Context: an optimization exercise on an open-source flow, tuned for small area, a short achievable clock period and few clock cycles. The choices shown serve that exercise and are no tape-out recipe.
Function was checked by simulation only, so behaviour that the tests miss may differ from the original.

[flow/config.mk]
export PLATFORM = sky130hd
export DESIGN_NAME = LCD_CTRL
export DESIGN_NICKNAME = LCD_CTRL
export VERILOG_FILES = /design/flow/design.v
export SDC_FILE = /design/flow/constraint.sdc
export NUM_CORES = 8
export LEC_CHECK = 0
export CAP_MARGIN = 20
export CORE_MARGIN = 2
export CORE_UTILIZATION = 30
export SLEW_MARGIN = 20
[flow/constraint.sdc]
create_clock -name core_clock -period 10.0 [get_ports {clk}]
set_input_delay 2.0000 -clock core_clock [delete_from_list [all_inputs] [get_ports {clk}]]
set_output_delay 2.0000 -clock core_clock [all_outputs]
set_load 0.01 [all_outputs]
[flow/design.v]
module LCD_CTRL(
    input clk, cmd_valid, reset,
    input [3:0] cmd,
    input [7:0] IROM_Q,
    output IRAM_valid, IROM_rd, busy, done,
    output [5:0] IROM_A,
    output [5:0] IRAM_A,
    output [7:0] IRAM_D
);
    reg [2:0] r, c;           
    reg [1:0] ri0, ri1, ci0, ci1;
    reg       busy_r, cv, cw, wph, done_r, rom_rd, ram_v;
    reg       smax, smin, savg;
    reg [3:0] srow, scol;     
    reg [5:0] rom_a, ram_a, wend;
    reg [7:0] ram_d;
    reg [63:0] ld;            
    reg [7:0] b0 [0:15];      
    reg [7:0] b1 [0:15];      
    reg [7:0] b2 [0:15];      
    reg [7:0] b3 [0:15];      
    reg [7:0] x0, x1, x2, x3;  
    reg       l0, l1, l2, l3;  
    assign busy = busy_r;
    assign done = done_r;
    assign IROM_rd = rom_rd;
    assign IROM_A = rom_a;
    assign IRAM_valid = ram_v;
    assign IRAM_A = ram_a;
    assign IRAM_D = ram_d;
    wire wc = l0 & l1 & l2 & l3;              
    wire opx = cv & wc;                       
    wire g01 = x0 >= x1, g02 = x0 >= x2, g03 = x0 >= x3;
    wire g12 = x1 >= x2, g13 = x1 >= x3, g23 = x2 >= x3;
    wire [7:0] vmax = ({8{ g01 &  g02 &  g03}} & x0) | ({8{~g01 &  g12 &  g13}} & x1) |
                      ({8{~g02 & ~g12 &  g23}} & x2) | ({8{~g03 & ~g13 & ~g23}} & x3);
    wire [7:0] vmin = ({8{~g01 & ~g02 & ~g03}} & x0) | ({8{ g01 & ~g12 & ~g13}} & x1) |
                      ({8{ g02 &  g12 & ~g23}} & x2) | ({8{ g03 &  g13 &  g23}} & x3);
    wire [9:0] sum = x0 + x1 + x2 + x3;
    wire [7:0] vavg = sum[9:2];
    wire [7:0] vsym = ({8{smax}} & vmax) | ({8{smin}} & vmin) | ({8{savg}} & vavg);
    wire [7:0] nv0 = vsym | ({8{srow[0]}} & x2) | ({8{scol[0]}} & x1);
    wire [7:0] nv1 = vsym | ({8{srow[1]}} & x3) | ({8{scol[1]}} & x0);
    wire [7:0] nv2 = vsym | ({8{srow[2]}} & x0) | ({8{scol[2]}} & x3);
    wire [7:0] nv3 = vsym | ({8{srow[3]}} & x1) | ({8{scol[3]}} & x2);
    wire       land = rom_rd & ~wph;           
    wire [3:0] lidx = {rom_a[5:4], rom_a[2:1]};
    wire [3:0] wi0 = {ri0, ci0}, wi1 = {ri0, ci1}, wi2 = {ri1, ci0}, wi3 = {ri1, ci1};
    wire lb0 = land & ~rom_a[3] & ~rom_a[0];
    wire lb1 = land & ~rom_a[3] &  rom_a[0];
    wire lb2 = land &  rom_a[3] & ~rom_a[0];
    wire lb3 = land &  rom_a[3] &  rom_a[0];
    wire [7:0] wd0 = land ? IROM_Q : nv0;
    wire [7:0] wd1 = land ? IROM_Q : nv1;
    wire [7:0] wd2 = land ? IROM_Q : nv2;
    wire [7:0] wd3 = land ? IROM_Q : nv3;
    integer k;
    always @(posedge clk) begin
        for (k = 0; k < 16; k = k + 1) begin
            if ((opx && wi0 == k) || (lb0 && lidx == k)) b0[k] <= wd0;
            if ((opx && wi1 == k) || (lb1 && lidx == k)) b1[k] <= wd1;
            if ((opx && wi2 == k) || (lb2 && lidx == k)) b2[k] <= wd2;
            if ((opx && wi3 == k) || (lb3 && lidx == k)) b3[k] <= wd3;
        end
    end
    wire [5:0] a0 = {ri0, 1'b0, ci0, 1'b0};    
    wire [5:0] a1 = {ri0, 1'b0, ci1, 1'b1};
    wire [5:0] a2 = {ri1, 1'b1, ci0, 1'b0};
    wire [5:0] a3 = {ri1, 1'b1, ci1, 1'b1};
    wire h0 = lb0 & (lidx == wi0), h1 = lb1 & (lidx == wi1);
    wire h2 = lb2 & (lidx == wi2), h3 = lb3 & (lidx == wi3);
    wire [7:0] y0 = h0 ? IROM_Q : b0[wi0];
    wire [7:0] y1 = h1 ? IROM_Q : b1[wi1];
    wire [7:0] y2 = h2 ? IROM_Q : b2[wi2];
    wire [7:0] y3 = h3 ? IROM_Q : b3[wi3];
    wire nl0 = ld[a0] | h0, nl1 = ld[a1] | h1, nl2 = ld[a2] | h2, nl3 = ld[a3] | h3;
    wire miss = ~(nl0 & nl1 & nl2 & nl3);
    wire [5:0] fa = ~nl0 ? a0 : ~nl1 ? a1 : ~nl2 ? a2 : a3;
    always @(posedge clk) begin
        x0 <= opx ? nv0 : y0;
        x1 <= opx ? nv1 : y1;
        x2 <= opx ? nv2 : y2;
        x3 <= opx ? nv3 : y3;
    end
    wire take = cmd_valid & ~busy_r;
    wire mu = take & (cmd == 4'd1) & (r != 3'd0);
    wire md = take & (cmd == 4'd2) & (r != 3'd6);
    wire ml = take & (cmd == 4'd3) & (c != 3'd0);
    wire mr = take & (cmd == 4'd4) & (c != 3'd6);
    wire is_op = cmd >= 4'd5;
    wire [2:0] ru = r - 3'd1, rd = r + 3'd1, cl = c - 3'd1, cr = c + 3'd1;
    wire [1:0] ru0 = ru[2:1] + {1'b0, ru[0]}, rd0 = rd[2:1] + {1'b0, rd[0]};
    wire [1:0] cl0 = cl[2:1] + {1'b0, cl[0]}, cr0 = cr[2:1] + {1'b0, cr[0]};
    wire [5:0] w = {r, c};
    wire       wstart = cw & ~wph;
    wire [5:0] wfirst = wc ? w : rom_a;
    wire [5:0] wnext = (wstart ? wfirst : w) + 6'd1;
    wire [2:0] wr = wnext[5:3], wcl = wnext[2:0];
    wire       wlast = ram_v & (w == wend);     
    wire       wgo = wph & ~done_r & ~wlast;
    reg  [7:0] xs, ys;
    reg        ls, nls;
    always @(*) begin
        case ({r[0], c[0]})
            2'b00: begin xs = x0; ls = l0; ys = y0; nls = nl0; end
            2'b01: begin xs = x1; ls = l1; ys = y1; nls = nl1; end
            2'b10: begin xs = x2; ls = l2; ys = y2; nls = nl2; end
            default: begin xs = x3; ls = l3; ys = y3; nls = nl3; end
        endcase
    end
    always @(posedge clk) begin
        if (wstart) begin
            ram_a <= wfirst;
            ram_d <= wc ? xs : IROM_Q;
            wend <= wfirst;
        end else if (wgo) begin
            ram_a <= w;
            ram_d <= nls ? ys : IROM_Q;
        end
    end
    wire cvn = (take & is_op) | (cv & ~wc);
    wire dd = r[0] ^ c[0];                    
    always @(posedge clk, posedge reset) begin
        if (reset) begin
            r <= 3'd3; c <= 3'd3;
            ri0 <= 2'd2; ri1 <= 2'd1; ci0 <= 2'd2; ci1 <= 2'd1;
            busy_r <= 1'b0;
            cv <= 1'b0;
            cw <= 1'b0;
            wph <= 1'b0;
            done_r <= 1'b0;
            rom_rd <= 1'b0;
            rom_a <= 6'd0;
            ram_v <= 1'b0;
            ld <= 64'd0;
            l0 <= 1'b0; l1 <= 1'b0; l2 <= 1'b0; l3 <= 1'b0;
        end else begin
            ld <= ld | ({63'd0, land} << rom_a);
            l0 <= nl0; l1 <= nl1; l2 <= nl2; l3 <= nl3;
            if (wph | wstart) begin
                wph <= 1'b1;
                cv <= 1'b0;
                ram_v <= wstart | wgo;
                if (wlast) done_r <= 1'b1;
                if (wstart | wgo) begin
                    r <= wr; c <= wcl;
                    ri1 <= wr[2:1]; ri0 <= wr[2:1] + {1'b0, wr[0]};
                    ci1 <= wcl[2:1]; ci0 <= wcl[2:1] + {1'b0, wcl[0]};
                    rom_a <= wnext;
                end
                rom_rd <= wstart | wgo;
            end else begin
                if (mu) begin r <= ru; ri1 <= ru[2:1]; ri0 <= ru0; end
                if (md) begin r <= rd; ri1 <= rd[2:1]; ri0 <= rd0; end
                if (ml) begin c <= cl; ci1 <= cl[2:1]; ci0 <= cl0; end
                if (mr) begin c <= cr; ci1 <= cr[2:1]; ci0 <= cr0; end
                rom_rd <= miss;
                rom_a <= fa;
                cv <= cvn;
                if (take & (cmd == 4'd0)) cw <= 1'b1;
                busy_r <= (take & (cmd == 4'd0)) | (cvn & miss);
            end
        end
    end
    always @(posedge clk) begin
        if (take) begin
            smax <= cmd == 4'd5;
            smin <= cmd == 4'd6;
            savg <= cmd == 4'd7;
            srow[0] <= (cmd == 4'd10) | (cmd == 4'd8 &  dd) | (cmd == 4'd9 & ~dd);
            srow[1] <= (cmd == 4'd10) | (cmd == 4'd8 & ~dd) | (cmd == 4'd9 &  dd);
            srow[2] <= (cmd == 4'd10) | (cmd == 4'd8 & ~dd) | (cmd == 4'd9 &  dd);
            srow[3] <= (cmd == 4'd10) | (cmd == 4'd8 &  dd) | (cmd == 4'd9 & ~dd);
            scol[0] <= (cmd == 4'd11) | (cmd == 4'd8 & ~dd) | (cmd == 4'd9 &  dd);
            scol[1] <= (cmd == 4'd11) | (cmd == 4'd8 &  dd) | (cmd == 4'd9 & ~dd);
            scol[2] <= (cmd == 4'd11) | (cmd == 4'd8 &  dd) | (cmd == 4'd9 & ~dd);
            scol[3] <= (cmd == 4'd11) | (cmd == 4'd8 & ~dd) | (cmd == 4'd9 &  dd);
        end
    end
endmodule
[flow/run.sh]
#!/bin/bash
# synth_recipe.tcl (not shown) runs the flow's synth.tcl, then flattens the netlist and writes it again
# the make line also repeats each setting of config.mk as NAME=value (left out here)
make -C /OpenROAD-flow-scripts/flow DESIGN_CONFIG=/design/flow/config.mk WORK_HOME=/design/flow/orfs CLKGATE_MAP_FILE= SYNTH_SCRIPT=/design/flow/synth_recipe.tcl finish
==> results.txt <==
state kept, by name, indices dropped and copies added, names as in the netlist, 64 cells and up:
name	count
b2	128
b0	128
b3	128
b1	128
ld	64
worst max-delay path: stages (launching register included):
cell and delay, ns:
dfxtp_1 0.53, inv_1 0.12, fa_1 0.56, fa_1 0.41
nor3b_1 0.37, fa_1 0.32, a21o_1 0.14, a21oi_1 0.10
o21ai_0 0.44, xor2_1 0.12, and2_1 0.18, a221o_1 0.31
nor4_2 0.64, a21oi_1 0.52
area by class of cell:
class                      instances  area, sq um
clock inverter                    43          519
fill                           10003        66400
timing repair buffer             162         1320
clock buffer                      88         1870
tap                             1368         1710
multi-input combinational       1528        11000
inverter                          75          284
sequential                       662        19100
synthesized netlist by cell type (18+ instances only):
master,n
nor2_1,119
dfxtp_1,32
xnor2_1,23
a22oi_1,112
ha_1,75
o21ai_0,113
a32oi_1,21
nor2b_1,22
dfrtp_1,85
mux2_2,33
a31oi_1,75
a221oi_1,35
nand3_1,61
o22ai_1,18
nand2_1,191
mux4_2,26
inv_1,68
buf_2,40
a21oi_1,95
nor3_1,22
a222oi_1,31
mux2i_1,43
edfxtp_1,539
and2_1,20
nand2b_1,85
and3_1,23
clkbuf_1,81
metal layers:
layer  up-vias  track usage, %
met2      1207            29.4
met1     11209            26.6
li1       9578               -
met3       177            2.76
met5         -               0
met4         0            6.45
cells by family (layout without fill, tap and decap cells):
kind of cell | after synthesis | count (layout) | share of synthesized area, %
buffers and inverters | 225 | 368 | 3.09
and+or+nand+nor | 620 | 620 | 9.98
DFF | 662 | 662 | 61.7
AOI/OAI and AO/OA | 679 | 679 | 15.6
xor gates and xnor gates | 35 | 35 | 1.04
muxes | 103 | 103 | 4.55
adders and majority gates | 91 | 91 | 4.06
worst max path at each step:
stage / start / to / slack [ns] / depth (start not counted)
after floorplan: reset / busy_r$_DFFE_PP0P_ / 5.65 / 1
after global placement: x0[1]$_DFF_P_ / b2[2][5]$_DFFE_PP_ / 4.86 / 13
after detailed placement: x0[1]$_DFF_P_ / b0[14][5]$_DFFE_PP_ / 4.81 / 13
after CTS: x0[1]$_DFF_P_ / b0[1][5]$_DFFE_PP_ / 4.77 / 13
after global routing: x0[1]$_DFF_P_ / b1[12][5]$_DFFE_PP_ / 4.71 / 13
final: x0[1]$_DFF_P_ / b1[6][5]$_DFFE_PP_ / 4.85 / 13
per-stage QoR:
| step | area [sq um] | utilization (%) |
|---|---|---|
| global placement | 33400 | 32.7 |
| finish | 35800 | 35.0 |
| global route | 35800 | 35.0 |
| detailed placement | 33400 | 32.7 |
| floorplan | 31000 | - |
| CTS | 35800 | 35.0 |
==> results.txt <==
status=complete, no violations; Final Critical Period=5.15 ns; I/O pins=39; Critical Path RT=10.24 ns; worst skew pair latency=0.65 ns; met3 routed WL=8.79 mm; first-pass GRT wire length=148 mm; share of layout cells above drive strength 1=13.9%; Slew headroom=27.2%; TritonRoute pass-1 iters=10; syn_area_per_cell=between 10 and 15 sq um; # diodes=0; #FFs+latches synth=662; met2 wire len=47.0 mm; setup repair bufs after CTS=0; total core area=approximately 100000 sq um; worst slew pin tran=1.08 ns; worst reg-to-reg path cell count=13; Min-Delay Startpoint=ld[63]$_DFF_PP0_; crit path capture type=register; P&R area growth vs syn=15.6%; Synth area leader=edfxtp_1; Initial Utilization=~30%; GPL Wtd Cong=0.926; post_cts resized=0; vias in the first global route=21181; Post-Synthesis Cells=2415; top cells by area, synth=edfxtp_1, dfrtp_1, ha_1; Post-Syn Area=~31000 sq um; r2r setup slk=~4.8 ns; hold depth=1; TritonCTS Buffers=71; crit path DAT=5.39 ns; routed len/inst=26.1 microns; # hold bufs at CTS=0; Post-Route M1 WL=43.5 mm; final layout net count=about 2600; final period utilization=51.5%; setup violators final=0; crit-path max FO=16; initial antenna violation count=1; sequential share of the synthesized area=61.7%; clk buf depth=3; port buffer count=38; placed wire-length estimate=69.0 mm; site row count=117; DRC=0; DRT Wirelength=slightly above 100 mm; Layout Cells excl Fill=around 4000; Die ar.=106000 sq um; RR Endpoint=b1[6][5]$_DFFE_PP_; Cell variety after synth=97; TNS Setup=0 ns; CP startpoint kind=register; Final ANT Viol Nets=0; CTS H-tree depth=3; post-synth top area share=a little over half; leading cell types in the layout, fill and taps excluded=edfxtp_1, nand2_1, buf_4, nor2_1, a22oi_1; ys flop type=edfxtp_1; maxcap violations=0; via count=between 20000 and 25000; Final Slew Violations=0; pin count of the biggest net entering global routing=57; Max Clk Rate=194 MHz; min-delay worst type=reg -> reg; max layer used=met4; FFs w/ async S/R, synth=13.7%; Die Wd=325 microns; CTS Root Buffer Type=clkbuf_16; Placed Cells=3793; YS warnings=5; die height=325 microns; Hold Slack=0.454 ns; Final Hold Viols=0; TritonCTS clock tree=built; Post-synth EDFFs=539; Detailed Route Iter0 Violations=3338; skew final=0.0311 ns; worst min-delay path endpoint=ld[63]$_DFF_PP0_; GRT overflow=0; critical setup path kind=reg -> reg; Reg2Reg Launch Point=x0[1]$_DFF_P_; Reg clk slew, reported paths=0.06 ns; GRT Total Usage=18.8%; Syn Nets=2521; RSZ-0062 raised after global routing=false; commonest non-fill, non-tap cell in the layout=edfxtp_1; via/cell ratio=approximately 5.6; post-place setup slack=4.81 ns; CTS sink cnt=662; worst setup slack after layout=between 4 and 5 ns
Testbench counts, summed over its fixed seeds: cycles 11,404.

## separate check: timing with driven ports
How much do the figures lean on ideal ports? The routed layout below was timed once more, with nothing changed but the port constraints.
Step 1: set_driving_cell puts a clkbuf_16 on clk and a buf_2 on each other input, an assumption about the parent block.
Step 2 also shifts input and output timing later by t, the mid clock arrival at the registers, as if the neighbouring blocks saw the same clock.
Slacks: ideal / step 1 / step 2; pairs: ideal / step 1.
t (ns): 0.706
setup WS [ns]: 4.848 / 4.848 / 4.848
latest minus earliest clock arrival (ns): 0.032 / 0.031
worst register clock-pin slew, ns: 0.07 / 0.07
cell pins on the clock port's net: 1
After both steps setup and hold are still met in this run. For this run, drivers alone change the setup slack by 0.000 ns; drivers and shift together by 0.000 ns.
